What follows belongs to an exercise in optimizing a design on an open flow for small area, a short achievable clock period and few clock cycles; a production flow would make more cautious choices.
Only simulation tests tie the RTL to the original design; equivalence was not proved.
Power and IR drop assume default switching activity.

==> flow/design.v <==
module convolution
(
output [4:0] memX_addr,
input      [7:0] dataX,
output [4:0] memY_addr,
input      [7:0] dataY,
input start,
output [15:0] dataZ,
output [5:0] memZ_addr,
output writeZ,
input      [4:0] sizeX,
input      [4:0] sizeY,
input            shape,
output busy,
output done,
input clk,
input rst_n
);
   reg        done_r;     
   reg        act;        
   reg        on;         
   reg        l1, l2, l3, wz;
   reg        f1, f2, f3;
   reg [4:0]  j, i;
   reg        dir, fst;
   reg [7:0]  xr, yr;
   reg [15:0] ps, pc;
   wire [15:0] ms, mc;
   reg [15:0] acc;
   reg [5:0]  zaddr;
   reg [4:0] lo_t, him1_t;
   reg       empty_t;
   always @(*) begin
      case (sizeX)
         5'd1: lo_t = 5'd29;
         5'd2: lo_t = 5'd29;
         5'd3: lo_t = 5'd30;
         5'd4: lo_t = 5'd30;
         5'd5: lo_t = 5'd31;
         5'd6: lo_t = 5'd31;
         5'd7: lo_t = 5'd0;
         5'd8: lo_t = 5'd0;
         5'd9: lo_t = 5'd1;
         5'd10: lo_t = 5'd1;
         5'd11: lo_t = 5'd2;
         5'd12: lo_t = 5'd2;
         5'd13: lo_t = 5'd3;
         5'd14: lo_t = 5'd3;
         5'd15: lo_t = 5'd4;
         5'd16: lo_t = 5'd4;
         5'd17: lo_t = 5'd5;
         5'd18: lo_t = 5'd5;
         5'd19: lo_t = 5'd6;
         5'd20: lo_t = 5'd6;
         5'd21: lo_t = 5'd7;
         5'd22: lo_t = 5'd7;
         5'd23: lo_t = 5'd8;
         5'd24: lo_t = 5'd8;
         5'd25: lo_t = 5'd9;
         5'd26: lo_t = 5'd9;
         5'd27: lo_t = 5'd10;
         5'd28: lo_t = 5'd10;
         5'd29: lo_t = 5'd11;
         5'd30: lo_t = 5'd11;
         5'd31: lo_t = 5'd12;
         5'd0: lo_t = 5'd0;
         default: lo_t = 5'd0;
      endcase
      case (sizeX)
         5'd1: him1_t = 5'd30;
         5'd2: him1_t = 5'd31;
         5'd3: him1_t = 5'd1;
         5'd4: him1_t = 5'd2;
         5'd5: him1_t = 5'd4;
         5'd6: him1_t = 5'd5;
         5'd7: him1_t = 5'd7;
         5'd8: him1_t = 5'd8;
         5'd9: him1_t = 5'd10;
         5'd10: him1_t = 5'd11;
         5'd11: him1_t = 5'd13;
         5'd12: him1_t = 5'd14;
         5'd13: him1_t = 5'd16;
         5'd14: him1_t = 5'd17;
         5'd15: him1_t = 5'd19;
         5'd16: him1_t = 5'd20;
         5'd17: him1_t = 5'd22;
         5'd18: him1_t = 5'd23;
         5'd19: him1_t = 5'd25;
         5'd20: him1_t = 5'd26;
         5'd21: him1_t = 5'd28;
         5'd22: him1_t = 5'd29;
         5'd23: him1_t = 5'd31;
         5'd24: him1_t = 5'd0;
         5'd25: him1_t = 5'd2;
         5'd26: him1_t = 5'd3;
         5'd27: him1_t = 5'd5;
         5'd28: him1_t = 5'd6;
         5'd29: him1_t = 5'd8;
         5'd30: him1_t = 5'd9;
         5'd31: him1_t = 5'd11;
         5'd0: him1_t = 5'd0;
         default: him1_t = 5'd0;
      endcase
      case (sizeX)
         5'd1: empty_t = 1'b0;
         5'd2: empty_t = 1'b1;
         5'd3: empty_t = 1'b1;
         5'd4: empty_t = 1'b1;
         5'd5: empty_t = 1'b1;
         5'd6: empty_t = 1'b1;
         5'd7: empty_t = 1'b0;
         5'd8: empty_t = 1'b0;
         5'd9: empty_t = 1'b0;
         5'd10: empty_t = 1'b0;
         5'd11: empty_t = 1'b0;
         5'd12: empty_t = 1'b0;
         5'd13: empty_t = 1'b0;
         5'd14: empty_t = 1'b0;
         5'd15: empty_t = 1'b0;
         5'd16: empty_t = 1'b0;
         5'd17: empty_t = 1'b0;
         5'd18: empty_t = 1'b0;
         5'd19: empty_t = 1'b0;
         5'd20: empty_t = 1'b0;
         5'd21: empty_t = 1'b0;
         5'd22: empty_t = 1'b0;
         5'd23: empty_t = 1'b1;
         5'd24: empty_t = 1'b1;
         5'd25: empty_t = 1'b1;
         5'd26: empty_t = 1'b1;
         5'd27: empty_t = 1'b1;
         5'd28: empty_t = 1'b1;
         5'd29: empty_t = 1'b1;
         5'd30: empty_t = 1'b1;
         5'd31: empty_t = 1'b1;
         5'd0: empty_t = 1'b1;
         default: empty_t = 1'b1;
      endcase
   end
   wire [4:0] jp = j + 5'd1;
   wire [4:0] jm = j - 5'd1;
   wire [4:0] ip = i + 5'd1;
   wire [4:0] im = i - 5'd1;
   wire [4:0] lo    = lo_t;
   wire [4:0] him1  = him1_t;
   wire       empty = empty_t;
   wire [4:0] kq    = j + i;
   wire j_top = (jp == sizeX);
   wire i_top = (ip == sizeY);
   wire j_bot = (j == 5'd0);
   wire i_bot = (i == 5'd0);
   wire lastK = dir ? (j_bot | i_top) : (j_top | i_bot);
   wire corner = j_top & i_top;
   wire endT  = corner | (shape & lastK & (kq == him1));
   wire adv  = on ? lastK : 1'b1;
   wire rsel = on ? dir : 1'b1;
   wire jdec = ~adv & dir;
   wire jinc = (~adv & ~dir) | (adv & (rsel ? i_top : ~j_top));
   wire idec = ~adv & ~dir;
   wire iinc = (~adv & dir) | (adv & (rsel ? ~i_top : j_top));
   wire [15:0] accg = f3 ? 16'd0 : acc;
   wire [15:0] as   = accg ^ ps ^ pc;
   wire [15:0] ac   = (accg & ps) | (accg & pc) | (ps & pc);
   always @(posedge clk or negedge rst_n) begin
      if (!rst_n) begin
         done_r <= 1'b1;
         act    <= 1'b0;
         on     <= 1'b0;
         l1 <= 1'b0; l2 <= 1'b0; l3 <= 1'b0;
         wz <= 1'b0;
      end else begin
         if (done_r) begin
            if (start) begin
               done_r <= 1'b0;
               act    <= 1'b1;
               on     <= ~shape;
            end
         end else if (act & ~on) begin
            if (empty | (corner & (kq != lo))) begin
               act    <= 1'b0;
               done_r <= 1'b1;
            end else if (kq == lo) begin
               on <= 1'b1;
            end
         end else if (act) begin
            if (endT) begin
               act <= 1'b0;
               on  <= 1'b0;
            end
         end else if (wz & ~l3 & ~l2 & ~l1) begin
            done_r <= 1'b1;
         end
         l1 <= on & lastK;
         l2 <= l1; l3 <= l2; wz <= l3;
      end
   end
   always @(posedge clk) begin
      if (done_r) begin
         j     <= 5'd0;
         i     <= 5'd0;
         dir   <= 1'b0;
         fst   <= 1'b1;
         zaddr <= 6'd0;
      end else begin
         if (act & ~(~on & (kq == lo))) begin
            j <= jdec ? jm : (jinc ? jp : j);
            i <= idec ? im : (iinc ? ip : i);
            if (adv) dir <= on & ~dir;
            fst <= adv;
         end
         if (wz | (act & ~on & (kq != lo))) zaddr <= zaddr + 6'd1;
      end
      f1 <= fst; f2 <= f1; f3 <= f2;
      xr  <= dataX;
      yr  <= dataY;
      ps  <= ms;
      pc  <= mc;
      acc <= as + {ac[14:0], 1'b0};
   end
   wire m_pp0_0 = xr[0] & yr[0];
   wire m_pp0_1 = xr[0] & yr[1];
   wire m_pp0_2 = xr[0] & yr[2];
   wire m_pp0_3 = xr[0] & yr[3];
   wire m_pp0_4 = xr[0] & yr[4];
   wire m_pp0_5 = xr[0] & yr[5];
   wire m_pp0_6 = xr[0] & yr[6];
   wire m_pp0_7 = xr[0] & yr[7];
   wire m_pp1_0 = xr[1] & yr[0];
   wire m_pp1_1 = xr[1] & yr[1];
   wire m_pp1_2 = xr[1] & yr[2];
   wire m_pp1_3 = xr[1] & yr[3];
   wire m_pp1_4 = xr[1] & yr[4];
   wire m_pp1_5 = xr[1] & yr[5];
   wire m_pp1_6 = xr[1] & yr[6];
   wire m_pp1_7 = xr[1] & yr[7];
   wire m_pp2_0 = xr[2] & yr[0];
   wire m_pp2_1 = xr[2] & yr[1];
   wire m_pp2_2 = xr[2] & yr[2];
   wire m_pp2_3 = xr[2] & yr[3];
   wire m_pp2_4 = xr[2] & yr[4];
   wire m_pp2_5 = xr[2] & yr[5];
   wire m_pp2_6 = xr[2] & yr[6];
   wire m_pp2_7 = xr[2] & yr[7];
   wire m_pp3_0 = xr[3] & yr[0];
   wire m_pp3_1 = xr[3] & yr[1];
   wire m_pp3_2 = xr[3] & yr[2];
   wire m_pp3_3 = xr[3] & yr[3];
   wire m_pp3_4 = xr[3] & yr[4];
   wire m_pp3_5 = xr[3] & yr[5];
   wire m_pp3_6 = xr[3] & yr[6];
   wire m_pp3_7 = xr[3] & yr[7];
   wire m_pp4_0 = xr[4] & yr[0];
   wire m_pp4_1 = xr[4] & yr[1];
   wire m_pp4_2 = xr[4] & yr[2];
   wire m_pp4_3 = xr[4] & yr[3];
   wire m_pp4_4 = xr[4] & yr[4];
   wire m_pp4_5 = xr[4] & yr[5];
   wire m_pp4_6 = xr[4] & yr[6];
   wire m_pp4_7 = xr[4] & yr[7];
   wire m_pp5_0 = xr[5] & yr[0];
   wire m_pp5_1 = xr[5] & yr[1];
   wire m_pp5_2 = xr[5] & yr[2];
   wire m_pp5_3 = xr[5] & yr[3];
   wire m_pp5_4 = xr[5] & yr[4];
   wire m_pp5_5 = xr[5] & yr[5];
   wire m_pp5_6 = xr[5] & yr[6];
   wire m_pp5_7 = xr[5] & yr[7];
   wire m_pp6_0 = xr[6] & yr[0];
   wire m_pp6_1 = xr[6] & yr[1];
   wire m_pp6_2 = xr[6] & yr[2];
   wire m_pp6_3 = xr[6] & yr[3];
   wire m_pp6_4 = xr[6] & yr[4];
   wire m_pp6_5 = xr[6] & yr[5];
   wire m_pp6_6 = xr[6] & yr[6];
   wire m_pp6_7 = xr[6] & yr[7];
   wire m_pp7_0 = xr[7] & yr[0];
   wire m_pp7_1 = xr[7] & yr[1];
   wire m_pp7_2 = xr[7] & yr[2];
   wire m_pp7_3 = xr[7] & yr[3];
   wire m_pp7_4 = xr[7] & yr[4];
   wire m_pp7_5 = xr[7] & yr[5];
   wire m_pp7_6 = xr[7] & yr[6];
   wire m_pp7_7 = xr[7] & yr[7];
   wire m_1;
   wire m_2;
   wire m_3;
   wire m_4;
   wire m_5;
   wire m_6;
   wire m_7;
   wire m_8;
   wire m_9;
   wire m_10;
   wire m_11;
   wire m_12;
   wire m_13;
   wire m_14;
   wire m_15;
   wire m_16;
   wire m_17;
   wire m_18;
   wire m_19;
   wire m_20;
   wire m_21;
   wire m_22;
   wire m_23;
   wire m_24;
   wire m_25;
   wire m_26;
   wire m_27;
   wire m_28;
   wire m_29;
   wire m_30;
   wire m_31;
   wire m_32;
   wire m_33;
   wire m_34;
   wire m_35;
   wire m_36;
   wire m_37;
   wire m_38;
   wire m_39;
   wire m_40;
   wire m_41;
   wire m_42;
   wire m_43;
   wire m_44;
   wire m_45;
   wire m_46;
   wire m_47;
   wire m_48;
   wire m_49;
   wire m_50;
   wire m_51;
   wire m_52;
   wire m_53;
   wire m_54;
   wire m_55;
   wire m_56;
   wire m_57;
   wire m_58;
   wire m_59;
   wire m_60;
   wire m_61;
   wire m_62;
   wire m_63;
   wire m_64;
   wire m_65;
   wire m_66;
   wire m_67;
   wire m_68;
   wire m_69;
   wire m_70;
   wire m_71;
   wire m_72;
   wire m_73;
   wire m_74;
   wire m_75;
   wire m_76;
   wire m_77;
   wire m_78;
   wire m_79;
   wire m_80;
   wire m_81;
   wire m_82;
   wire m_83;
   wire m_84;
   assign m_1 = m_pp0_6 ^ m_pp1_5;
   assign m_2 = m_pp0_6 & m_pp1_5;
   assign m_3 = m_pp0_7 ^ m_pp1_6 ^ m_pp2_5;
   assign m_4 = (m_pp0_7 & m_pp1_6) | (m_pp0_7 & m_pp2_5) | (m_pp1_6 & m_pp2_5);
   assign m_5 = m_pp3_4 ^ m_pp4_3;
   assign m_6 = m_pp3_4 & m_pp4_3;
   assign m_7 = m_pp1_7 ^ m_pp2_6 ^ m_pp3_5;
   assign m_8 = (m_pp1_7 & m_pp2_6) | (m_pp1_7 & m_pp3_5) | (m_pp2_6 & m_pp3_5);
   assign m_9 = m_pp4_4 ^ m_pp5_3;
   assign m_10 = m_pp4_4 & m_pp5_3;
   assign m_11 = m_pp2_7 ^ m_pp3_6 ^ m_pp4_5;
   assign m_12 = (m_pp2_7 & m_pp3_6) | (m_pp2_7 & m_pp4_5) | (m_pp3_6 & m_pp4_5);
   assign m_13 = m_pp0_4 ^ m_pp1_3;
   assign m_14 = m_pp0_4 & m_pp1_3;
   assign m_15 = m_pp0_5 ^ m_pp1_4 ^ m_pp2_3;
   assign m_16 = (m_pp0_5 & m_pp1_4) | (m_pp0_5 & m_pp2_3) | (m_pp1_4 & m_pp2_3);
   assign m_17 = m_pp3_2 ^ m_pp4_1;
   assign m_18 = m_pp3_2 & m_pp4_1;
   assign m_19 = m_1 ^ m_pp2_4 ^ m_pp3_3;
   assign m_20 = (m_1 & m_pp2_4) | (m_1 & m_pp3_3) | (m_pp2_4 & m_pp3_3);
   assign m_21 = m_pp4_2 ^ m_pp5_1 ^ m_pp6_0;
   assign m_22 = (m_pp4_2 & m_pp5_1) | (m_pp4_2 & m_pp6_0) | (m_pp5_1 & m_pp6_0);
   assign m_23 = m_2 ^ m_3 ^ m_5;
   assign m_24 = (m_2 & m_3) | (m_2 & m_5) | (m_3 & m_5);
   assign m_25 = m_pp5_2 ^ m_pp6_1 ^ m_pp7_0;
   assign m_26 = (m_pp5_2 & m_pp6_1) | (m_pp5_2 & m_pp7_0) | (m_pp6_1 & m_pp7_0);
   assign m_27 = m_4 ^ m_6 ^ m_7;
   assign m_28 = (m_4 & m_6) | (m_4 & m_7) | (m_6 & m_7);
   assign m_29 = m_9 ^ m_pp6_2 ^ m_pp7_1;
   assign m_30 = (m_9 & m_pp6_2) | (m_9 & m_pp7_1) | (m_pp6_2 & m_pp7_1);
   assign m_31 = m_8 ^ m_10 ^ m_11;
   assign m_32 = (m_8 & m_10) | (m_8 & m_11) | (m_10 & m_11);
   assign m_33 = m_pp5_4 ^ m_pp6_3 ^ m_pp7_2;
   assign m_34 = (m_pp5_4 & m_pp6_3) | (m_pp5_4 & m_pp7_2) | (m_pp6_3 & m_pp7_2);
   assign m_35 = m_12 ^ m_pp3_7 ^ m_pp4_6;
   assign m_36 = (m_12 & m_pp3_7) | (m_12 & m_pp4_6) | (m_pp3_7 & m_pp4_6);
   assign m_37 = m_pp5_5 ^ m_pp6_4 ^ m_pp7_3;
   assign m_38 = (m_pp5_5 & m_pp6_4) | (m_pp5_5 & m_pp7_3) | (m_pp6_4 & m_pp7_3);
   assign m_39 = m_pp4_7 ^ m_pp5_6 ^ m_pp6_5;
   assign m_40 = (m_pp4_7 & m_pp5_6) | (m_pp4_7 & m_pp6_5) | (m_pp5_6 & m_pp6_5);
   assign m_41 = m_pp0_3 ^ m_pp1_2;
   assign m_42 = m_pp0_3 & m_pp1_2;
   assign m_43 = m_13 ^ m_pp2_2 ^ m_pp3_1;
   assign m_44 = (m_13 & m_pp2_2) | (m_13 & m_pp3_1) | (m_pp2_2 & m_pp3_1);
   assign m_45 = m_14 ^ m_15 ^ m_17;
   assign m_46 = (m_14 & m_15) | (m_14 & m_17) | (m_15 & m_17);
   assign m_47 = m_16 ^ m_18 ^ m_19;
   assign m_48 = (m_16 & m_18) | (m_16 & m_19) | (m_18 & m_19);
   assign m_49 = m_20 ^ m_22 ^ m_23;
   assign m_50 = (m_20 & m_22) | (m_20 & m_23) | (m_22 & m_23);
   assign m_51 = m_24 ^ m_26 ^ m_27;
   assign m_52 = (m_24 & m_26) | (m_24 & m_27) | (m_26 & m_27);
   assign m_53 = m_28 ^ m_30 ^ m_31;
   assign m_54 = (m_28 & m_30) | (m_28 & m_31) | (m_30 & m_31);
   assign m_55 = m_32 ^ m_34 ^ m_35;
   assign m_56 = (m_32 & m_34) | (m_32 & m_35) | (m_34 & m_35);
   assign m_57 = m_36 ^ m_38 ^ m_39;
   assign m_58 = (m_36 & m_38) | (m_36 & m_39) | (m_38 & m_39);
   assign m_59 = m_40 ^ m_pp5_7 ^ m_pp6_6;
   assign m_60 = (m_40 & m_pp5_7) | (m_40 & m_pp6_6) | (m_pp5_7 & m_pp6_6);
   assign m_61 = m_pp0_2 ^ m_pp1_1;
   assign m_62 = m_pp0_2 & m_pp1_1;
   assign m_63 = m_41 ^ m_pp2_1 ^ m_pp3_0;
   assign m_64 = (m_41 & m_pp2_1) | (m_41 & m_pp3_0) | (m_pp2_1 & m_pp3_0);
   assign m_65 = m_42 ^ m_43 ^ m_pp4_0;
   assign m_66 = (m_42 & m_43) | (m_42 & m_pp4_0) | (m_43 & m_pp4_0);
   assign m_67 = m_44 ^ m_45 ^ m_pp5_0;
   assign m_68 = (m_44 & m_45) | (m_44 & m_pp5_0) | (m_45 & m_pp5_0);
   assign m_69 = m_46 ^ m_47 ^ m_21;
   assign m_70 = (m_46 & m_47) | (m_46 & m_21) | (m_47 & m_21);
   assign m_71 = m_48 ^ m_49 ^ m_25;
   assign m_72 = (m_48 & m_49) | (m_48 & m_25) | (m_49 & m_25);
   assign m_73 = m_50 ^ m_51 ^ m_29;
   assign m_74 = (m_50 & m_51) | (m_50 & m_29) | (m_51 & m_29);
   assign m_75 = m_52 ^ m_53 ^ m_33;
   assign m_76 = (m_52 & m_53) | (m_52 & m_33) | (m_53 & m_33);
   assign m_77 = m_54 ^ m_55 ^ m_37;
   assign m_78 = (m_54 & m_55) | (m_54 & m_37) | (m_55 & m_37);
   assign m_79 = m_56 ^ m_57 ^ m_pp7_4;
   assign m_80 = (m_56 & m_57) | (m_56 & m_pp7_4) | (m_57 & m_pp7_4);
   assign m_81 = m_58 ^ m_59 ^ m_pp7_5;
   assign m_82 = (m_58 & m_59) | (m_58 & m_pp7_5) | (m_59 & m_pp7_5);
   assign m_83 = m_60 ^ m_pp6_7 ^ m_pp7_6;
   assign m_84 = (m_60 & m_pp6_7) | (m_60 & m_pp7_6) | (m_pp6_7 & m_pp7_6);
   assign ms = {1'b0, m_84, m_82, m_80, m_78, m_76, m_74, m_72, m_70, m_68, m_66, m_64, m_62, m_61, m_pp0_1, m_pp0_0};
   assign mc = {1'b0, m_pp7_7, m_83, m_81, m_79, m_77, m_75, m_73, m_71, m_69, m_67, m_65, m_63, m_pp2_0, m_pp1_0, 1'b0};
   assign memX_addr = j;
   assign memY_addr = i;
   assign memZ_addr = zaddr;
   assign dataZ     = acc;
   assign writeZ    = wz;
   assign done      = done_r;
   assign busy      = ~done_r;
endmodule
==> flow/flow/run.sh <==
#!/bin/bash
# Own flow: the standard layout, with small buffers on the ports and a lighter clock tree.
export BUFFER_PORTS_ARGS="-buffer_cell sky130_fd_sc_hd__buf_1"
export CTS_ARGS="-sink_clustering_enable -repair_clock_nets -buf_list sky130_fd_sc_hd__clkbuf_8 -dont_use_dummy_load"
bash standard.sh finish > standard.log 2>&1
==> flow/standard.sh <==
#!/bin/bash
# synth_recipe.tcl (not shown) runs the flow's synth.tcl, then flattens the netlist and writes it again
# the make line also repeats each setting of config.mk as NAME=value (left out here)
make -C /OpenROAD-flow-scripts/flow DESIGN_CONFIG=/design/flow/config.mk WORK_HOME=/design/flow/orfs CLKGATE_MAP_FILE= SYNTH_SCRIPT=/design/flow/synth_recipe.tcl "${@:-finish}"
==> flow/config.mk <==
export PLATFORM = sky130hd
export DESIGN_NAME = convolution
export DESIGN_NICKNAME = convolution
export VERILOG_FILES = /design/flow/design.v
export SDC_FILE = /design/flow/constraint.sdc
export NUM_CORES = 4
export LEC_CHECK = 0
export ABC_CLOCK_PERIOD_IN_PS = 2500
export CAP_MARGIN = 20
export CORE_MARGIN = 2
export CORE_UTILIZATION = 40
export CTS_BUF_LIST = sky130_fd_sc_hd__clkbuf_8
export PLACE_DENSITY = 0.6
export SETUP_SLACK_MARGIN = 3.2
export SLEW_MARGIN = 20
==> flow/constraint.sdc <==
create_clock -name core_clock -period 6.0 [get_ports {clk}]
set_input_delay 1.2000 -clock core_clock [delete_from_list [all_inputs] [get_ports {clk}]]
set_output_delay 1.2000 -clock core_clock [all_outputs]
set_load 0.01 [all_outputs]
==> results of run 1 <==
-- repair_timing --
item | in CTS | in global routing
gates resized for setup | 54 | 40
setup endpoints to repair | 29 | 27
pin swaps | 27 | 31
setup buffers | 20 | 16
endpoints found under the hold margin | 0 | 0
cloned | 1 | 0
-- stage by stage --
step / utilization / total power, mW
finish: 0.503 / 1.73
global route: 0.503 / 1.88
CTS: 0.482 / 1.72
detailed placement: 0.446 / 1.34
global placement: 0.446 / 1.32
floorplan: - / 1.20
-- critical path: cells and delay by family (launching register included) --
family	cells	cell delay [ns]
AO/OA/AOI/OAI	6	0.97
flip-flops	1	0.37
buffers and inverters	2	0.25
AND/OR/NAND/NOR	2	0.27
XOR/XNOR	1	0.12
adder cells (fa/ha/maj)	2	0.84
-- synthesized netlist by cell type (4+ instances only) --
cell,n
nand2b_1,12
nand2_1,35
a21oi_1,27
xor2_1,13
o21a_1,9
o21ai_0,15
mux2i_1,5
a211oi_1,4
a41oi_1,4
nand3_1,10
nor2b_1,13
a21o_1,6
xnor2_1,30
dfrtp_1,6
dfxtp_1,82
or3_1,6
ha_1,38
a31oi_1,6
nor2_1,22
fa_1,51
nor3_1,11
inv_1,75
and2_1,48
buf_2,6
-- flip-flops by register name, summed over array words and instances, names as in the netlist, 5 cells and up --
signal  flops
xr          8
acc        16
i           5
pc         14
zaddr       6
j           5
yr          8
ps         15
-- cells in the final DEF, fill, tap and decap left out, types with 12 or more instances in the layout --
cell     instances
buf_1           58
buf_4           29
fa_1            49
nor2b_1         13
nand2_1         35
xor2_1          12
nor2_1          21
and2_1          48
inv_1           70
xnor2_1         25
ha_1            28
a21oi_1         18
dfxtp_1         67
-- cell type report --
cell class / count / area [sq um]
timing repair buffer: 100 / 594
sequential: 89 / 1860
clock buffer: 9 / 124
multi-input combinational: 407 / 3940
tap: 180 / 225
fill: 1312 / 6960
inverter: 75 / 287
-- report_power, final --
| part | switching [mW] | internal, mW | leakage, nW |
|---|---|---|---|
| clock | 0.184 | 0.134 | 0.0647 |
| combinational | 0.343 | 0.316 | 2.24 |
| sequential | 0.0537 | 0.695 | 0.778 |
| total | 0.581 | 1.15 | 3.09 |
-- path summary, 6_finish.rpt --
kind                       start       to  slack [ns]
max                           f3  acc[15]        3.07
min                           f2       f3        0.33
max reg2reg                   f3  acc[15]        3.07
min reg2reg                   f2       f3        0.33
max in group asynchronous  rst_n   done_r        4.99
min in group asynchronous  rst_n       on        0.71
-- logic make-up after synthesis --
kind of cell    after synthesis
simple gates                171
buf+inv                      87
compound gates               93
xor+xnor                     46
mux                           7
flops                        89
fa+ha+maj                    89
-- metal layers --
layer,part of all wire,global-route usage,vias to the layer above
met4,0.022,0.0639,0
met5,0,0,-
li1,-,-,2099
met1,0.42,0.187,2122
met3,0.038,0.0435,21
met2,0.52,0.309,76
==> flow_summary_export.csv, run 1 <==
group,metric,value,unit
sta,max_freq,0.341,GHz
final_layout,n_antenna_cell,0,
yosys,synth_mux_area_frac,0.0145,
final_layout,drive_gt1_frac,0.191,
critical_path,slowest_delay,0.48,ns
critical_path,critPathSlowestCell,"fa_1",
placement,dpl.hpwl,9.08,mm
yosys,synth-compound-area-share,0.113,
global_routing,grt_pass1_wl,20.1,mm
pwr,leakagePower,3.09,nW
critical_path,arrival,3.19,ns
yosys,synth-main-ff-cell,"dfxtp_1",
outcome,outcome,"finished clean",
yosys,ys_types,59,
clocking,clockBufferDepth,2,
worst_hold_path,whs_path_depth,0,
floorplan,core,14000,sq um
final_layout,finalNetCount,801,
critical_path,worstPathCellList,"buf_6, nand2b_4, fa_1, buf_6, fa_2, nor2b_1, o31a_1, o211ai_1, a21o_1, a31oi_4, a21o_1, a21oi_2, xnor2_1",
clocking,root_buffer,"clkbuf_8",
yosys,synthSimpleGateAreaFrac,0.161,
yosys,async_reset_ff_frac,0.0787,
sta,tightest_slew,0.529,ns
yosys,synthAdderAreaFrac,0.259,
drt,wl_per_cell,14.4,microns
drt,ant_nets,0,
sta,period_needed,2.93,ns
sta,holdWs,0.326,ns
clocking,htreeDepth,3,
yosys,synthTopCellsByArea,"dfxtp_1, fa_1, ha_1",
sta,fin_setup_tns,0,ns
pwr,peakVddDrop,0.114,mV
critical_path,worstSetupStartpointType,"register",
global_routing,overflow,0,
yosys,synth_top_family_by_area,"adder cells",
clocking,cts_made_buffers,9,
critical_path,r2r_cells,13,
worst_hold_path,hp-class,"register to register",
critical_path,critPathMaxFanout,4,
placement,placed_area,6240,sq um
yosys,synth_edf_count,0,
floorplan,die_width,124,microns
sta,grt_setup_unrepaired,"yes",
global_routing,grt_max_degree,24,
floorplan,rows,43,
drt,routed_wl,12.4,mm
placement,place_congestion,0.818,
critical_path,critPathKind,"register to register",
global_routing,antenna_found_initial,0,
yosys,yosysSeqAreaShare,0.315,
final_layout,layoutNonFillerInstCount,860,
clocking,clkLatencyLatePin,0.36,ns
clocking,cts_tree,"done",
sta,post-route-period-util,0.489,
sta,relSlewSlack,0.647,
drt,vias,4318,
sta,finalSetupViolations,0,
drt,dr.pass1.iters,5,
sta,hold_viol_final,0,
sta,report.final.slew_viol_count,0,
global_routing,grt_pass1_vias,4376,
placement,port_buffers,64,
pwr,powerDensity,245,nW/um^2
placement,place_ws,2.36,ns
floorplan,initial_core_util,0.413,
yosys,synth_warnings,1,
flow_run,max_cap_violations,0,
drt,viasPerCell,5.02,
global_routing,gr-usage-all-layers,0.169,
floorplan,die_area,15400,sq um
yosys,syn_area_per_cell,9.92,sq um
yosys,synth_fp_nets,701,
drt,drcViolationCount,0,
sta,final.setup.worst_slack,3.07,ns
floorplan,die_y,124,microns
final_layout,area_delta_synth_final,21.8,%
clocking,clkTransAtPathRegs,0.08,ns
yosys,synth_seq_cells,89,
yosys,syn_area,5770,sq um
sta,finClkSkew,0.0194,ns
final_layout,design_area,7030,sq um
critical_path,cp-end-kind,"register",
clocking,cts_sinks,89,
drt,drt_iter0_drc,96,
floorplan,io_pins,65,
yosys,yosysTopAreaCellShare,0.284,
yosys,synth_top_area_cell,"dfxtp_1",
critical_path,required,6.26,ns
clocking,hold_buffers,0,
yosys,netlist_instances,582,
placement,placedCellCount,814,
yosys,synth_xor_area_frac,0.0769,
Testbench counts, summed over its fixed seeds: cycles 40,586.
==> run 2, diff against run 1 <==
--- a/flow/config.mk
+++ b/flow/config.mk
@@ -11,5 +11,5 @@
 export CORE_UTILIZATION = 40
 export CTS_BUF_LIST = sky130_fd_sc_hd__clkbuf_8
 export PLACE_DENSITY = 0.6
-export SETUP_SLACK_MARGIN = 3.2
+export SETUP_SLACK_MARGIN = 2.8
 export SLEW_MARGIN = 20
==> flow_summary_export.csv, run 2 <==
group,metric,value,unit
drt,ant_nets,0,
drt,routed_wl,11.5,mm
yosys,synth_seq_cells,89,
critical_path,critPathKind,"register to register",
clocking,clkTransAtPathRegs,0.07,ns
global_routing,grt_max_degree,24,
drt,viasPerCell,4.97,
yosys,syn_area_per_cell,9.92,sq um
sta,period_needed,3.06,ns
sta,holdWs,0.331,ns
pwr,peakVddDrop,0.106,mV
clocking,clkLatencyLatePin,0.36,ns
final_layout,largest-register,"acc",
final_layout,fillCellCount,1351,
sta,report.final.slew_viol_count,0,
placement,place_congestion,0.862,
pwr,leakagePower,2.83,nW
final_layout,finalNetCount,771,
final_layout,layout_common_cells,"dfxtp_1, inv_1, buf_1, fa_1, and2_1",
critical_path,cp-end-kind,"register",
pwr,combPwrFrac,0.352,
pwr,p_int,1.09,mW
critical_path,required,6.28,ns
floorplan,initial_core_util,0.413,
sta,grt_setup_unrepaired,"yes",
critical_path,arrival,3.34,ns
yosys,yosysSeqAreaShare,0.315,
global_routing,overflow,0,
drt,wl_per_cell,13.8,microns
final_layout,regArea,1820,sq um
clocking,clockBufferDepth,2,
yosys,netlist_instances,582,
drt,drcViolationCount,0,
yosys,synth_fp_nets,701,
critical_path,worstPathCellList,"inv_1, fa_1, nand2b_1, a21oi_1, xnor2_1, or3_4, a21o_2, o221ai_4, o21ai_0, a21oi_1",
final_layout,largest_register_ffs,16,
global_routing,grt_pass1_wl,19.2,mm
final_layout,reg_top3,"acc (16), ps (15), pc (14)",
floorplan,io_pins,65,
global_routing,grt_pass1_vias,4108,
critical_path,critPathMaxFanout,7,
floorplan,rows,43,
floorplan,die_width,124,microns
clocking,cts_sinks,89,
global_routing,use_met2,0.270,
pwr,powerDensity,253,nW/um^2
critical_path,worstSetupStartpointType,"register",
final_layout,multi_input_area,3710,sq um
global_routing,antenna_found_initial,0,
yosys,ys_types,59,
yosys,syn_area,5770,sq um
yosys,synthTopCellsByArea,"dfxtp_1, fa_1, ha_1",
clocking,root_buffer,"clkbuf_8",
pwr,power.switching,0.540,mW
yosys,netlist_top_cells_count,"dfxtp_1, inv_1, fa_1",
final_layout,utilization,0.461,
floorplan,die_area,15400,sq um
clocking,cts_tree,"done",
outcome,outcome,"finished clean",
floorplan,core,14000,sq um
final_layout,area_delta_synth_final,11.7,%
placement,placed_area,6170,sq um
drt,vias,4123,
critical_path,path_buf_inv,1,
global_routing,gr-usage-all-layers,0.159,
global_routing,use_met3,0.0334,
sta,post-route-period-util,0.510,
yosys,yosysTopAreaCellShare,0.284,
yosys,synth-main-ff-cell,"dfxtp_1",
pwr,seqPwrFrac,0.460,
sta,hold_viol_final,0,
flow_run,max_cap_violations,0,
final_layout,n_antenna_cell,0,
sta,finalSetupViolations,0,
yosys,async_reset_ff_frac,0.0787,
drt,dr.pass1.iters,4,
yosys,synth_edf_count,0,
pwr,pwr-share-clk,0.189,
yosys,synth_top_area_cell,"dfxtp_1",
critical_path,cpLargestDelayFamily,"compound AO/OA/AOI/OAI gates",
sta,fin_setup_tns,0,ns
sta,finClkSkew,0.0228,ns
global_routing,gr-max-usage-layer,"met2",
critical_path,rrSetupSlack,2.94,ns
global_routing,met1_usage,0.200,
sta,tightest_slew,0.718,ns
clocking,htreeDepth,3,
yosys,synth_most_common_cell,"dfxtp_1",
clocking,cts_made_buffers,9,
critical_path,crit_path_frequent_cell,"a21oi_1",
placement,port_buffers,64,
worst_hold_path,hp-class,"register to register",
floorplan,die_y,124,microns
final_layout,final_common_cell,"dfxtp_1",
sta,max_freq,0.327,GHz
final_layout,design_area,6450,sq um
yosys,synth_warnings,1,
critical_path,critPathSlowestCell,"dfxtp_1",
final_layout,drive_gt1_frac,0.0769,
critical_path,slowest_delay,0.52,ns
drt,drt_iter0_drc,201,
placement,dpl.hpwl,9.04,mm
sta,relSlewSlack,0.518,
pwr,switching_share,0.331,
==> run 2: layout make-up <==
type	instances	share of cell area
Clock buffer	9	0.0192
Inverter	75	0.0437
Multi-Input combinational cell	408	0.575
Sequential cell	89	0.283
Tap cell	180	0.0349
Timing Repair Buffer	69	0.0441
==> run 2: stage by stage <==
step | power (mW) | instances | worst slack, ns
2_1_floorplan | 1.19 | 582 | 2.89
3_3_place_gp | 1.30 | 814 | 2.52
3_5_place_dp | 1.32 | 814 | 2.36
4_1_cts | 1.65 | 823 | 2.83
5_1_grt | 1.77 | 830 | 2.78
6_report | 1.63 | 830 | 2.94
==> run 2: what timing repair did <==
action / in CTS / in global routing
setup buffers: 0 / 5
gates cloned: 0 / 2
pin swaps: 0 / 7
hold endpoints to repair: 0 / 0
endpoints found under the setup margin: 6 / 21
resized for setup: 7 / 18
hold buffers: 0 / 0
==> run 2: path summary, 6_finish.rpt <==
check,depth (start not counted),end,from
setup / recovery,10,j[2],j[1]
hold / removal,0,f3,f2
setup reg to reg,10,j[2],j[1]
hold reg to reg,0,f3,f2
max in group asynchronous,1,done_r,rst_n
min in group asynchronous,1,on,rst_n
==> run 2: logic make-up after synthesis <==
family	Yosys count	share of synthesized area
compound gates	93	0.113
fa+ha+maj	89	0.259
mux	7	0.0145
simple gates	171	0.161
buf+inv	87	0.0605
flops	89	0.315
xor+xnor	46	0.0769
==> run 2: worst reg2reg max path, cell delays in order, from the launching register on <==
cell	delay [ns]
dfxtp_1	0.52
inv_1	0.20
fa_1	0.49
nand2b_1	0.17
a21oi_1	0.15
xnor2_1	0.17
or3_4	0.44
a21o_2	0.29
o221ai_4	0.27
o21ai_0	0.15
a21oi_1	0.15
==> run 2: layer usage <==
layer | up-vias | part of all wire
li1 | 2043 | -
met2 | 69 | 0.50
met4 | 0 | 0.016
met5 | - | 0
met1 | 1998 | 0.45
met3 | 13 | 0.030
==> run 2: power groups by stage <==
stage                     Clock, mW  Combinational, mW  Sequential, mW
after floorplan                   0              0.410           0.776
after global placement            0              0.541           0.764
after detailed placement          0              0.554           0.766
after CTS                     0.325              0.569           0.753
after global routing          0.350              0.658           0.764
final                         0.308              0.574           0.751
==> run 3, diff against run 2 <==
--- a/flow/config.mk
+++ b/flow/config.mk
@@ -11,5 +11,5 @@
 export CORE_UTILIZATION = 40
 export CTS_BUF_LIST = sky130_fd_sc_hd__clkbuf_8
 export PLACE_DENSITY = 0.6
-export SETUP_SLACK_MARGIN = 2.8
+export SETUP_SLACK_MARGIN = 3.0
 export SLEW_MARGIN = 20
==> flow_summary_export.csv, run 3 <==
group,metric,value,unit
clocking,hold_buffers,0,
clocking,cts_made_buffers,9,
placement,dpl.hpwl,9.06,mm
worst_hold_path,hold_path.startpoint,"f1",
critical_path,cpLargestDelayFamily,"compound AO/OA/AOI/OAI gates",
pwr,seqPwrFrac,0.455,
final_layout,area_delta_synth_final,13.3,%
worst_hold_path,hp-class,"register to register",
pwr,combPwrFrac,0.351,
critical_path,path_buf_inv,2,
final_layout,finalNetCount,769,
drt,dr.pass1.iters,4,
clocking,cts_sinks,89,
drt,routed_wl,11.8,mm
sta,post-route-period-util,0.490,
pwr,leakagePower,2.88,nW
yosys,async_reset_ff_frac,0.0787,
placement,placedCellCount,814,
critical_path,critPathKind,"register to register",
placement,place_congestion,0.806,
outcome,outcome,"finished clean",
floorplan,io_pins,65,
yosys,synth_top_family_by_area,"adder cells",
sta,finalSetupViolations,0,
final_layout,layout_common_cells,"dfxtp_1, inv_1, buf_1, fa_1, and2_1",
critical_path,required,6.26,ns
yosys,synth_edf_count,0,
placement,placed_area,6190,sq um
sta,report.final.slew_viol_count,0,
yosys,netlist_instances,582,
final_layout,final_common_cell,"dfxtp_1",
final_layout,layoutNonFillerInstCount,828,
critical_path,worstPathCellList,"nand2b_4, fa_1, inv_2, ha_4, inv_2, fa_2, nor2b_2, o31a_1, o211ai_1, a21o_1, a31oi_2, a21o_1, a21oi_2, xnor2_1",
critical_path,r2r-start,"f3",
drt,ant_nets,0,
pwr,peakVddDrop,0.0932,mV
global_routing,gr-usage-all-layers,0.161,
critical_path,arrival,3.20,ns
yosys,synth_top_area_cell,"dfxtp_1",
drt,drcViolationCount,0,
clocking,clkTransAtPathRegs,0.08,ns
drt,viasPerCell,5.00,
clocking,clockBufferDepth,2,
yosys,synthTopCellsByArea,"dfxtp_1, fa_1, ha_1",
sta,tightest_slew,0.578,ns
yosys,synth_seq_cells,89,
floorplan,initial_core_util,0.413,
sta,fin_setup_tns,0,ns
critical_path,slowest_delay,0.46,ns
global_routing,grt_pass1_vias,4126,
yosys,syn_area,5770,sq um
drt,wl_per_cell,14.2,microns
floorplan,die_y,124,microns
final_layout,drive_gt1_frac,0.103,
sta,hold_viol_final,0,
yosys,synth-main-ff-cell,"dfxtp_1",
global_routing,antenna_found_initial,0,
yosys,synthAdderAreaFrac,0.259,
final_layout,design_area,6540,sq um
critical_path,critPathMaxFanout,5,
critical_path,cp-end-kind,"register",
final_layout,reg_top3,"acc (16), ps (15), pc (14)",
pwr,p_int,1.09,mW
global_routing,grt_max_degree,24,
floorplan,die_area,15400,sq um
yosys,synth_fp_nets,701,
yosys,synth-compound-area-share,0.113,
clocking,cts_tree,"done",
clocking,root_buffer,"clkbuf_8",
sta,relSlewSlack,0.615,
drt,vias,4140,
pwr,powerDensity,252,nW/um^2
yosys,syn_area_per_cell,9.92,sq um
floorplan,core,14000,sq um
placement,port_buffers,64,
final_layout,n_antenna_cell,0,
yosys,synth_xor_area_frac,0.0769,
yosys,yosysSeqAreaShare,0.315,
yosys,ys_types,59,
final_layout,regArea,1830,sq um
pwr,power.switching,0.554,mW
yosys,synthSimpleGateAreaFrac,0.161,
final_layout,largest-register,"acc",
critical_path,critPathSlowestCell,"fa_1",
flow_run,max_cap_violations,0,
pwr,switching_share,0.336,
sta,period_needed,2.94,ns
floorplan,rows,43,
sta,finClkSkew,0.0173,ns
final_layout,multi_input_area,3800,sq um
yosys,synth_mux_area_frac,0.0145,
global_routing,grt_pass1_wl,19.1,mm
yosys,netlist_top_cells_count,"dfxtp_1, inv_1, fa_1",
final_layout,largest_register_ffs,16,
yosys,synth_most_common_cell,"dfxtp_1",
pwr,pwr-share-clk,0.194,
clocking,clkLatencyLatePin,0.36,ns
drt,drt_iter0_drc,110,
sta,holdWs,0.316,ns
critical_path,worstSetupStartpointType,"register",
critical_path,crit_start,"f3",
sta,grt_setup_unrepaired,"yes",
floorplan,die_width,124,microns
sta,max_freq,0.340,GHz
global_routing,overflow,0,
final_layout,fillCellCount,1380,
yosys,yosysTopAreaCellShare,0.284,
yosys,synth_warnings,1,
clocking,htreeDepth,3,
run 3: cell count changes in the layout (fill, tap and decap cells not counted), moves of 2 or more:
| cell | before | now |
|---|---|---|
| dfxtp_1 | 79 | 75 |
| nand2b_1 | 12 | 10 |
| xnor2_1 | 30 | 27 |
| clkbuf_2 | 4 | 0 |
| nand2b_4 | 0 | 2 |
| buf_2 | 1 | 4 |
| dfxtp_2 | 2 | 4 |
| ha_1 | 37 | 35 |
| xnor2_2 | 0 | 3 |
| a21oi_1 | 24 | 21 |
| buf_4 | 5 | 3 |
| dfxtp_4 | 1 | 3 |
| a21oi_2 | 4 | 7 |
run 3: final cells by class:
class / count / share of cell area
Tap cell: 180 / 0.0344
Multi-Input combinational cell: 408 / 0.582
Inverter: 75 / 0.0431
Sequential cell: 89 / 0.281
Clock buffer: 9 / 0.0189
Timing Repair Buffer: 67 / 0.0415
run 3: what timing repair did:
action / CTS / global route
buffers inserted: 2 / 1
setup endpoints to repair: 24 / 21
pin swaps: 0 / 18
gates cloned: 0 / 2
gates resized for setup: 14 / 33
run 3: power groups by stage:
stage               Combinational (mW)  Clock [mW]  Sequential, mW
finish                           0.579       0.320           0.749
global route                     0.674       0.359           0.763
CTS                              0.573       0.338           0.752
detailed placement               0.557           0           0.766
global placement                 0.534           0           0.762
floorplan                        0.410           0           0.776
run 3: through the flow:
| stage | power [mW] | utilization | worst slack [ns] |
|---|---|---|---|
| 2_1_floorplan | 1.19 | - | 3.00 |
| 4_1_cts | 1.66 | 0.455 | 3.00 |
| 3_3_place_gp | 1.30 | 0.443 | 2.52 |
| 6_report | 1.65 | 0.467 | 3.06 |
| 3_5_place_dp | 1.32 | 0.443 | 2.39 |
| 5_1_grt | 1.80 | 0.467 | 2.95 |
run 3: metal layers:
layer  global-route usage  wire, microns  up-vias
met2                0.296           6240       99
met5                    0              0        -
li1                     -              -     2033
met3               0.0330            453       15
met4               0.0590            177        0
met1                0.182           4900     1993
run 3: worst register-to-register path: cells and delay by family (launching register included):
family,cells,cell delay [ns]
xor gates and xnor gates,1,0.11
AOI/OAI and AO/OA,6,1.01
DFF,1,0.37
adders and majority gates,3,0.96
and+or+nand+nor,2,0.27
buffers and inverters,2,0.12
run 3: worst paths after layout:
check / endpoint / slack [ns] / depth (start not counted)
max in group asynchronous: done_r / 4.98 / 1
worst max-delay path: acc[15] / 3.06 / 14
worst min register to register: f2 / 0.32 / 0
min in group asynchronous: l1 / 0.71 / 1
worst min-delay path: f2 / 0.32 / 0
worst max register to register: acc[15] / 3.06 / 14
run 3: kinds of logic (layout without fill, tap and decap cells):
group	count (synthesis)	in the layout
AND/OR/NAND/NOR	171	171
multiplexers	7	7
buffers and inverters	87	151
XOR/XNOR	46	46
adder cells (fa/ha/maj)	89	89
AO/OA/AOI/OAI	93	95
flip-flops	89	89
==> run 4, diff against run 3 <==
--- a/flow/design.v
+++ b/flow/design.v
@@ -144,14 +144,14 @@
    wire [4:0] lo    = lo_t;
    wire [4:0] him1  = him1_t;
    wire       empty = empty_t;
-   wire [4:0] kq    = j + i;
+   wire at_lo = (zaddr == {1'b0, lo});
+   wire fin_w = ~done_r & wz & shape & (zaddr == {1'b0, him1});    
    wire j_top = (jp == sizeX);
    wire i_top = (ip == sizeY);
    wire j_bot = (j == 5'd0);
    wire i_bot = (i == 5'd0);
    wire lastK = dir ? (j_bot | i_top) : (j_top | i_bot);
    wire corner = j_top & i_top;
-   wire endT  = corner | (shape & lastK & (kq == him1));
    wire adv  = on ? lastK : 1'b1;
    wire rsel = on ? dir : 1'b1;
    wire jdec = ~adv & dir;
@@ -175,23 +175,29 @@
                act    <= 1'b1;
                on     <= ~shape;
             end
+         end else if (fin_w) begin
+            done_r <= 1'b1;
+            act    <= 1'b0;
+            on     <= 1'b0;
          end else if (act & ~on) begin
-            if (empty | (corner & (kq != lo))) begin
+            if (empty | (corner & ~at_lo)) begin
                act    <= 1'b0;
                done_r <= 1'b1;
-            end else if (kq == lo) begin
+            end else if (at_lo) begin
                on <= 1'b1;
             end
          end else if (act) begin
-            if (endT) begin
+            if (corner) begin
                act <= 1'b0;
                on  <= 1'b0;
             end
          end else if (wz & ~l3 & ~l2 & ~l1) begin
             done_r <= 1'b1;
          end
-         l1 <= on & lastK;
-         l2 <= l1; l3 <= l2; wz <= l3;
+         l1 <= on & lastK & ~fin_w;
+         l2 <= l1 & ~fin_w;
+         l3 <= l2 & ~fin_w;
+         wz <= l3 & ~fin_w;
       end
    end
    always @(posedge clk) begin
@@ -202,13 +208,13 @@
          fst   <= 1'b1;
          zaddr <= 6'd0;
       end else begin
-         if (act & ~(~on & (kq == lo))) begin
+         if (act & ~(~on & at_lo)) begin
             j <= jdec ? jm : (jinc ? jp : j);
             i <= idec ? im : (iinc ? ip : i);
             if (adv) dir <= on & ~dir;
             fst <= adv;
          end
-         if (wz | (act & ~on & (kq != lo))) zaddr <= zaddr + 6'd1;
+         if (wz | (act & ~on & ~at_lo)) zaddr <= zaddr + 6'd1;
       end
       f1 <= fst; f2 <= f1; f3 <= f2;
       xr  <= dataX;
==> flow_summary_export.csv, run 4 <==
group,metric,value,unit
floorplan,initial_core_util,0.408,
sta,finalSetupViolations,0,
sta,relSlewSlack,0.437,
global_routing,gr-usage-all-layers,0.157,
critical_path,critPathMaxFanout,7,
critical_path,arrival,3.29,ns
final_layout,finalNetCount,778,
sta,fin_setup_tns,0,ns
global_routing,grt_pass1_wl,18.8,mm
drt,route.met3.wl,432,microns
placement,place_congestion,0.867,
drt,drt_iter0_drc,170,
floorplan,die_width,123,microns
yosys,synth-main-ff-cell,"dfxtp_1",
drt,vias,4155,
yosys,synth_warnings,1,
sta,holdWs,0.330,ns
sta,finClkSkew,0.0314,ns
clocking,clockBufferDepth,2,
flow_run,max_cap_violations,0,
final_layout,largest-register,"acc",
yosys,synthTopCellsByArea,"dfxtp_1, fa_1, ha_1",
final_layout,largest_register_ffs,16,
global_routing,antenna_found_initial,0,
clocking,hold_buffers,0,
critical_path,worstSetupStartpointType,"input port",
pwr,leakagePower,2.82,nW
floorplan,rows,43,
drt,ant_nets,0,
final_layout,n_antenna_cell,0,
worst_hold_path,hp-class,"register to register",
sta,report.final.slew_viol_count,0,
drt,dr.pass1.iters,4,
sta,grt_setup_unrepaired,"yes",
yosys,async_reset_ff_frac,0.0787,
drt,wl_per_cell,13.2,microns
clocking,cts_sinks,89,
yosys,yosysSeqAreaShare,0.321,
clocking,cts_tree,"done",
floorplan,io_pins,65,
yosys,synth_edf_count,0,
pwr,powerDensity,412,nW/um^2
drt,drcViolationCount,0,
sta,hold_viol_final,0,
drt,routed-wl-met2,5.36,mm
floorplan,die_area,15100,sq um
drt,viasPerCell,4.92,
sta,max_freq,0.332,GHz
final_layout,reg_top3,"acc (16), ps (15), pc (14)",
outcome,outcome,"finished clean",
final_layout,area_delta_synth_final,13.6,%
global_routing,grt_pass1_vias,4124,
clocking,cts_made_buffers,9,
sta,post-route-period-util,0.502,
drt,top_layer_used,"met4",
placement,dpl.hpwl,8.54,mm
clocking,clkLatencyLatePin,0.37,ns
critical_path,cp-end-kind,"register",
yosys,synth_fp_nets,703,
global_routing,grt_max_degree,26,
critical_path,required,6.28,ns
placement,port_buffers,64,
yosys,netlist_top_cells_count,"dfxtp_1, inv_1, fa_1",
pwr,peakVddDrop,0.165,mV
clocking,root_buffer,"clkbuf_8",
sta,period_needed,3.01,ns
yosys,syn_area,5660,sq um
clocking,htreeDepth,3,
yosys,synth_top_area_cell,"dfxtp_1",
drt,drt-met1-wl,5.09,mm
drt,routed_wl,11.1,mm
worst_hold_path,whs_path_depth,0,
yosys,yosysTopAreaCellShare,0.290,
yosys,netlist_instances,592,
yosys,syn_area_per_cell,9.57,sq um
final_layout,final_common_cell,"dfxtp_1",
floorplan,die_y,123,microns
critical_path,r2r_cells,10,
floorplan,core,13900,sq um
yosys,ys_types,63,
critical_path,critPathKind,"input port to register",
final_layout,drive_gt1_frac,0.0872,
final_layout,layout_common_cells,"dfxtp_1, inv_1, buf_1, fa_1, and2_1",
sta,tightest_slew,0.833,ns
global_routing,overflow,0,
yosys,synth_most_common_cell,"dfxtp_1",
clocking,clkTransAtPathRegs,0.07,ns
yosys,synth_seq_cells,89,
==> run 4: worst paths after layout <==
kind | start | end | slack (ns)
min in group asynchronous | rst_n | on | 0.73
max | sizeX[1] | j[4] | 2.99
min reg2reg | f2 | f3 | 0.33
max reg2reg | f3 | acc[14] | 3.09
max in group asynchronous | rst_n | done_r | 4.95
min | f2 | f3 | 0.33
==> run 4: cells by family (layout without fill, tap and decap cells) <==
| logic type | count (synthesis) | count (layout) | synth area share |
|---|---|---|---|
| multiplexers | 9 | 9 | 0.0168 |
| adder cells (fa/ha/maj) | 81 | 81 | 0.245 |
| buffers and inverters | 89 | 161 | 0.0610 |
| AND/OR/NAND/NOR | 198 | 198 | 0.190 |
| XOR/XNOR | 37 | 37 | 0.0572 |
| AO/OA/AOI/OAI | 89 | 90 | 0.109 |
| flip-flops | 89 | 89 | 0.321 |
==> run 4: through the flow <==
step	power (mW)	worst slack [ns]	area, sq um	utilization	std cells
finish	2.65	2.99	6430	0.464	845
floorplan	1.95	2.88	5720	-	592
global placement	2.21	2.30	6120	0.441	824
CTS	2.60	2.99	6330	0.456	838
global route	2.91	2.94	6430	0.464	845
detailed placement	2.25	2.23	6120	0.441	824
==> run 4: report_power, final <==
group | internal [mW] | switching, mW
registers | 0.776 | 0.165
clock network | 0.134 | 0.180
logic | 0.652 | 0.746
==> run 4: repair_timing <==
action,in CTS,in global routing
pin swaps,6,9
setup endpoints to repair,23,18
resized for setup,15,14
gates cloned,1,0
buffers inserted,4,7
==> run 4: cell type report <==
| class | count | area (sq um) |
|---|---|---|
| clock buffer | 9 | 124 |
| fill | 1337 | 7450 |
| inverter | 77 | 304 |
| multi-input combinational | 415 | 3610 |
| sequential | 89 | 1820 |
| tap | 180 | 225 |
| timing repair buffer | 75 | 353 |
==> run 4: worst max-delay path, cell delays in order <==
cell and delay, ns:
buf_12 0.12, inv_12 0.05, ha_4 0.15, or2b_1 0.24, and3_1 0.16, a211o_1 0.29
a41o_4 0.25, a221o_2 0.36, or3_4 0.34, a21oi_2 0.12
==> run 4: routing by layer <==
| layer | vias to the layer above | global-route usage |
|---|---|---|
| met4 | 0 | 0.0746 |
| met1 | 1977 | 0.191 |
| met5 | - | 0 |
| li1 | 2088 | - |
| met3 | 16 | 0.0254 |
| met2 | 74 | 0.272 |
Testbench counts of run 4, summed over its fixed seeds: cycles 40,586.
==> run 5, diff against run 4 <==
--- a/flow/config.mk
+++ b/flow/config.mk
@@ -10,6 +10,7 @@
 export CORE_MARGIN = 2
 export CORE_UTILIZATION = 40
 export CTS_BUF_LIST = sky130_fd_sc_hd__clkbuf_8
+export GPL_TIMING_DRIVEN = 0
 export PLACE_DENSITY = 0.6
 export SETUP_SLACK_MARGIN = 3.0
 export SLEW_MARGIN = 20
==> flow_summary_export.csv, run 5 <==
group,metric,value,unit
outcome,outcome,"finished clean",
global_routing,gr-usage-all-layers,0.165,
global_routing,antenna_found_initial,0,
global_routing,grt_pass1_wl,19.6,mm
floorplan,die_y,123,microns
sta,report.final.slew_viol_count,0,
critical_path,r2r-start,"f3",
clocking,root_buffer,"clkbuf_8",
placement,port_buffers,62,
yosys,syn_area_per_cell,9.57,sq um
sta,tightest_slew,0.841,ns
critical_path,required,6.29,ns
drt,drt_iter0_drc,164,
critical_path,critPathSlowestCell,"or4_1",
sta,final.setup.worst_slack,3.02,ns
final_layout,largest-register,"acc",
pwr,p_total,2.68,mW
yosys,synth-compound-area-share,0.109,
worst_hold_path,hp-class,"register to register",
critical_path,critPathMaxFanout,5,
yosys,synth_most_common_cell,"dfxtp_1",
final_layout,area_delta_synth_final,14.5,%
final_layout,largest_register_ffs,16,
sta,finalSetupViolations,0,
yosys,yosysSeqAreaShare,0.321,
yosys,synth_fp_nets,703,
sta,period_needed,2.98,ns
worst_hold_path,hold_path.startpoint,"f1",
floorplan,die_area,15100,sq um
final_layout,n_antenna_cell,0,
drt,drcViolationCount,0,
placement,place_ws,2.21,ns
yosys,ys_types,63,
clocking,clkTransAtPathRegs,0.08,ns
drt,dr.pass1.iters,4,
clocking,clockBufferDepth,2,
sta,max_freq,0.336,GHz
yosys,synth_top_area_cell,"dfxtp_1",
floorplan,die_width,123,microns
global_routing,grt_max_degree,16,
clocking,htreeDepth,3,
yosys,async_reset_ff_frac,0.0787,
critical_path,crit_start,"sizeX[1]",
critical_path,arrival,3.27,ns
critical_path,slowest_delay,0.49,ns
clocking,cts_made_buffers,9,
critical_path,worstSetupStartpointType,"input port",
yosys,synth_mux_area_frac,0.0168,
sta,fin_setup_tns,0,ns
yosys,syn_area,5660,sq um
global_routing,overflow,0,
sta,holdWs,0.307,ns
drt,viasPerCell,5.03,
final_layout,final_common_cell,"dfxtp_1",
floorplan,rows,43,
critical_path,critPathKind,"input port to register",
sta,post-route-period-util,0.496,
floorplan,io_pins,65,
clocking,clkLatencyLatePin,0.37,ns
yosys,synth_xor_area_frac,0.0572,
critical_path,worstPathCellList,"buf_12, inv_12, ha_4, or2b_1, and3_1, a211o_1, nand4_1, buf_4, a31oi_2, or4_1, a21oi_1",
critical_path,rrSetupSlack,3.11,ns
floorplan,initial_core_util,0.408,
placement,place_congestion,0.874,
final_layout,reg_top3,"acc (16), ps (15), pc (14)",
clocking,cts_sinks,89,
pwr,peakVddDrop,0.181,mV
global_routing,grt_pass1_vias,4245,
yosys,synth_top_family_by_area,"adder cells",
yosys,synthAdderAreaFrac,0.245,
yosys,netlist_instances,592,
yosys,netlist_top_cells_count,"dfxtp_1, inv_1, fa_1",
drt,wl_per_cell,13.5,microns
pwr,leakagePower,2.85,nW
drt,routed_wl,11.5,mm
yosys,synth-main-ff-cell,"dfxtp_1",
critical_path,cp-end-kind,"register",
drt,vias,4291,
yosys,synth_edf_count,0,
pwr,powerDensity,413,nW/um^2
yosys,synth_warnings,1,
placement,placed_area,6170,sq um
yosys,yosysTopAreaCellShare,0.290,
final_layout,finalNetCount,786,
flow_run,max_cap_violations,0,
yosys,synth_seq_cells,89,
final_layout,drive_gt1_frac,0.0862,
sta,relSlewSlack,0.432,
final_layout,layout_common_cells,"dfxtp_1, inv_1, buf_1, fa_1, and2_1",
yosys,synthSimpleGateAreaFrac,0.190,
yosys,synthTopCellsByArea,"dfxtp_1, fa_1, ha_1",
sta,grt_setup_unrepaired,"yes",
clocking,cts_tree,"done",
final_layout,design_area,6490,sq um
placement,dpl.hpwl,8.99,mm
sta,hold_viol_final,0,
floorplan,core,13900,sq um
clocking,hold_buffers,0,
drt,ant_nets,0,
sta,finClkSkew,0.0237,ns
-- run 5: cell counts after synthesis --
No cell type changed its count.
-- run 5: power breakdown --
group | leakage, nW | internal [mW] | switching, mW | total [mW]
clock network | 0.0647 | 0.134 | 0.182 | 0.317
registers | 0.771 | 0.776 | 0.148 | 0.924
logic | 2.01 | 0.659 | 0.778 | 1.44
total | 2.85 | 1.57 | 1.11 | 2.68
-- run 5: through the flow --
stage / std cells / util
finish: 853 / 0.467
global route: 853 / 0.467
CTS: 848 / 0.460
detailed placement: 834 / 0.445
global placement: 834 / 0.445
floorplan: 592 / -
-- run 5: critical path, delay by kind of cell --
kind | cells | cell delay, ns
AO/OA/AOI/OAI | 3 | 0.54
buffers and inverters | 3 | 0.32
AND/OR/NAND/NOR | 4 | 1.04
adder cells (fa/ha/maj) | 1 | 0.15
-- run 5: area by class of cell --
cell class              count  area [sq um]
plain buffers              12          70.1
clock buffers               9           124
fillers                  1355          7390
inverters                  77           304
multi-input cells         415          3610
flip-flops and latches     89          1820
well taps                 180           225
repair buffers             71           334
-- run 5: path summary, 6_finish.rpt --
check | end | cells after the start
setup / recovery | zaddr[5] | 11
hold / removal | f2 | 0
setup reg to reg | acc[14] | 12
hold reg to reg | f2 | 0
max in group asynchronous | done_r | 1
min in group asynchronous | l2 | 1
-- run 5: kinds of logic after synthesis --
logic type	count (synthesis)
simple gates	198
buf+inv	89
flops	89
mux	9
xor+xnor	37
compound gates	89
fa+ha+maj	81
-- run 5: per-layer routing --
metal | GRT usage | part of all wire
met1 | 0.200 | 0.45
met2 | 0.287 | 0.48
met3 | 0.0374 | 0.046
met4 | 0.0625 | 0.020
met5 | 0 | 0
-- run 5: repair_timing --
item	in CTS	in global routing
setup endpoints to repair	27	23
cloned	1	0
pin swaps	4	4
buffers inserted	4	5
gates resized for setup	15	18
==> run 6, diff against run 5 <==
--- a/flow/config.mk
+++ b/flow/config.mk
@@ -8,9 +8,8 @@
 export ABC_CLOCK_PERIOD_IN_PS = 2500
 export CAP_MARGIN = 20
 export CORE_MARGIN = 2
-export CORE_UTILIZATION = 40
+export CORE_UTILIZATION = 65
 export CTS_BUF_LIST = sky130_fd_sc_hd__clkbuf_8
-export GPL_TIMING_DRIVEN = 0
-export PLACE_DENSITY = 0.6
+export PLACE_DENSITY = 0.8
 export SETUP_SLACK_MARGIN = 3.0
 export SLEW_MARGIN = 20
==> flow_summary_export.csv, run 6 <==
group,metric,value,unit
outcome,outcome,"finished clean",
yosys,synth_most_common_cell,"dfxtp_1",
yosys,yosysSeqAreaShare,0.321,
sta,grt_setup_unrepaired,"yes",
drt,dr.pass1.iters,5,
final_layout,layoutNonFillerInstCount,775,
sta,fin_setup_tns,0,ns
worst_hold_path,whs_path_depth,0,
critical_path,r2r-start,"xr[2]",
floorplan,die_y,97.3,microns
yosys,yosysTopAreaCellShare,0.290,
clocking,cts_tree,"done",
floorplan,die_width,97.3,microns
yosys,syn_area_per_cell,9.57,sq um
sta,finalSetupViolations,0,
yosys,synthTopCellsByArea,"dfxtp_1, fa_1, ha_1",
critical_path,critPathMaxFanout,8,
clocking,cts_sinks,89,
final_layout,finalNetCount,780,
pwr,seqPwrFrac,0.353,
pwr,combPwrFrac,0.529,
global_routing,overflow,0,
yosys,synth-main-ff-cell,"dfxtp_1",
placement,dpl.hpwl,8.34,mm
critical_path,r2r_end,"pc[9]",
clocking,clkLatencyLatePin,0.35,ns
floorplan,die_area,9480,sq um
pwr,peakVddDrop,0.242,mV
critical_path,arrival,3.30,ns
floorplan,core,8590,sq um
yosys,syn_area,5660,sq um
clocking,clkTransAtPathRegs,0.08,ns
yosys,async_reset_ff_frac,0.0787,
global_routing,grt_pass1_vias,4331,
clocking,clockBufferDepth,2,
sta,finClkSkew,0.0231,ns
sta,period_needed,3.02,ns
sta,hold_viol_final,0,
drt,wl_per_cell,14.6,microns
yosys,netlist_top_cells_count,"dfxtp_1, inv_1, fa_1",
drt,routed_wl,11.3,mm
drt,viasPerCell,5.53,
sta,relSlewSlack,0.439,
flow_run,max_cap_violations,0,
yosys,synth_edf_count,0,
yosys,synth_fp_nets,703,
clocking,root_buffer,"clkbuf_8",
critical_path,r2r_cells,8,
final_layout,regArea,1820,sq um
final_layout,multi_input_area,3620,sq um
floorplan,io_pins,65,
global_routing,gr-usage-all-layers,0.242,
yosys,synth_top_area_cell,"dfxtp_1",
floorplan,rows,34,
final_layout,area_delta_synth_final,12.7,%
critical_path,cp-end-kind,"register",
yosys,netlist_instances,592,
worst_hold_path,holdPathEnd,"f2",
drt,vias,4289,
pwr,leakagePower,2.85,nW
yosys,ys_types,63,
sta,holdWs,0.331,ns
placement,place_congestion,0.839,
final_layout,n_antenna_cell,0,
critical_path,rrSetupSlack,3.18,ns
final_layout,layout_common_cells,"dfxtp_1, inv_1, buf_1, fa_1, and2_1",
pwr,powerDensity,418,nW/um^2
final_layout,drive_gt1_frac,0.0915,
yosys,synth_seq_cells,89,
sta,max_freq,0.331,GHz
clocking,hold_buffers,0,
drt,drt_iter0_drc,162,
sta,post-route-period-util,0.504,
critical_path,worstSetupStartpointType,"input port",
pwr,power.switching,1.11,mW
global_routing,grt_max_degree,26,
final_layout,reg_top3,"acc (16), ps (15), pc (14)",
worst_hold_path,hold_path.startpoint,"f1",
placement,port_buffers,64,
pwr,p_int,1.56,mW
drt,drcViolationCount,0,
pwr,switching_share,0.415,
final_layout,largest_register_ffs,16,
drt,ant_nets,0,
critical_path,required,6.28,ns
final_layout,largest-register,"acc",
sta,report.final.slew_viol_count,0,
clocking,htreeDepth,3,
yosys,synth_warnings,1,
pwr,pwr-share-clk,0.118,
placement,placedCellCount,752,
clocking,cts_made_buffers,9,
global_routing,antenna_found_initial,0,
floorplan,initial_core_util,0.659,
final_layout,final_common_cell,"dfxtp_1",
final_layout,fillCellCount,653,
worst_hold_path,hp-class,"register to register",
sta,tightest_slew,0.829,ns
critical_path,critPathKind,"input port to register",
global_routing,grt_pass1_wl,18.8,mm
## run 6: worst max path at each step
stage | slack (ns) | depth (start not counted) | start | end
after detailed placement | 2.23 | 9 | sizeX[1] | j[4]
after floorplan | 2.88 | 9 | sizeX[1] | j[3]
after global placement | 2.29 | 9 | sizeX[1] | j[4]
final | 2.98 | 10 | sizeX[0] | j[4]
after CTS | 3.01 | 10 | sizeX[0] | j[4]
after global routing | 2.89 | 9 | sizeX[1] | j[4]
## run 6: layer usage
metal | wire length, microns | global-route usage | share of wire
met5 | 0 | 0 | 0
met4 | 301 | 0.112 | 0.027
met3 | 415 | 0.0345 | 0.037
met2 | 5850 | 0.426 | 0.52
met1 | 4750 | 0.294 | 0.42
## run 6: kinds of logic after synthesis
kind of cell               share of synthesized area
AOI/OAI and AO/OA                              0.109
xor gates and xnor gates                      0.0572
adders and majority gates                      0.245
buffers and inverters                         0.0610
DFF                                            0.321
muxes                                         0.0168
and+or+nand+nor                                0.190
## run 6: power groups by stage
stage	clock, mW	combinational [mW]	sequential (mW)
after floorplan	0	1.02	0.931
after global placement	0	1.24	0.942
after detailed placement	0	1.30	0.950
after CTS	0.325	1.35	0.944
after global routing	0.346	1.59	0.967
final	0.314	1.41	0.942
## run 6: area by class of cell
cell class	count	area share
tap	108	0.0212
clock buffer	9	0.0194
sequential	89	0.285
multi-input combinational	415	0.567
timing repair buffer	77	0.0592
inverter	77	0.0476
## run 6: per-stage QoR
| stage | power [mW] | utilization | setup slack [ns] | cell area, sq um |
|---|---|---|---|---|
| finish | 2.67 | 0.743 | 2.98 | 6380 |
| detailed placement | 2.25 | 0.702 | 2.23 | 6030 |
| global route | 2.90 | 0.743 | 2.89 | 6380 |
| CTS | 2.62 | 0.726 | 3.01 | 6240 |
| global placement | 2.18 | 0.702 | 2.29 | 6030 |
| floorplan | 1.95 | - | 2.88 | 5720 |
## run 6: what timing repair did
item | 4_1_cts | 5_1_grt
resized for setup | 11 | 23
buffers inserted | 6 | 7
gates cloned | 1 | 0
setup endpoints to repair | 23 | 23
pin swaps | 3 | 6
## run 6: critical path, stage by stage
cell,delay (ns)
buf_8,0.11
inv_4,0.04
ha_4,0.16
mux2_2,0.27
o21ai_1,0.25
nand3_4,0.12
a41o_4,0.29
a221o_2,0.37
or3_1,0.36
a21oi_1,0.14

-- re-timing with driven ports --
In the flow no input, the clock included, has a driving cell. The finished layouts below were timed again as built, in two steps. Step 1 (the two cells are an assumption about what drives the block):
set clk [get_ports {clk}]
set_driving_cell -lib_cell sky130_fd_sc_hd__clkbuf_16 $clk
set_driving_cell -lib_cell sky130_fd_sc_hd__buf_2 [delete_from_list [all_inputs] $clk]
Step 2 adds t to the input delays and takes it off the output delays; t is the mean of the earliest and latest rising clock arrival at the registers after step 1. Input paths then give back, and output paths get back, about the clock's delay inside the block. a / b / c = ideal ports / drivers / drivers and shift; a / b = the first two.
run	t (ns)	setup slack, ns	hold WS [ns]	worst register clock-pin slew, ns	worst slew at a driven data input, ns
run 1	0.391	3.066 / 3.066 / 2.732	0.326 / 0.326 / 0.326	0.08 / 0.08	0.06
run 2	0.383	2.939 / 2.939 / 2.609	0.331 / 0.331 / 0.331	0.08 / 0.08	0.04
run 3	0.386	3.059 / 3.059 / 2.698	0.316 / 0.316 / 0.316	0.08 / 0.08	0.04
run 4	0.390	2.988 / 2.981 / 2.591	0.330 / 0.330 / 0.330	0.09 / 0.09	0.06
run 5	0.396	3.023 / 3.010 / 2.614	0.307 / 0.307 / 0.307	0.09 / 0.09	0.06
run 6	0.367	2.975 / 2.948 / 2.581	0.331 / 0.331 / 0.331	0.09 / 0.09	0.06
After both steps every run listed still meets setup and hold. For run 5, which loses most, drivers alone change the setup slack by -0.013 ns; drivers and shift together by -0.409 ns.
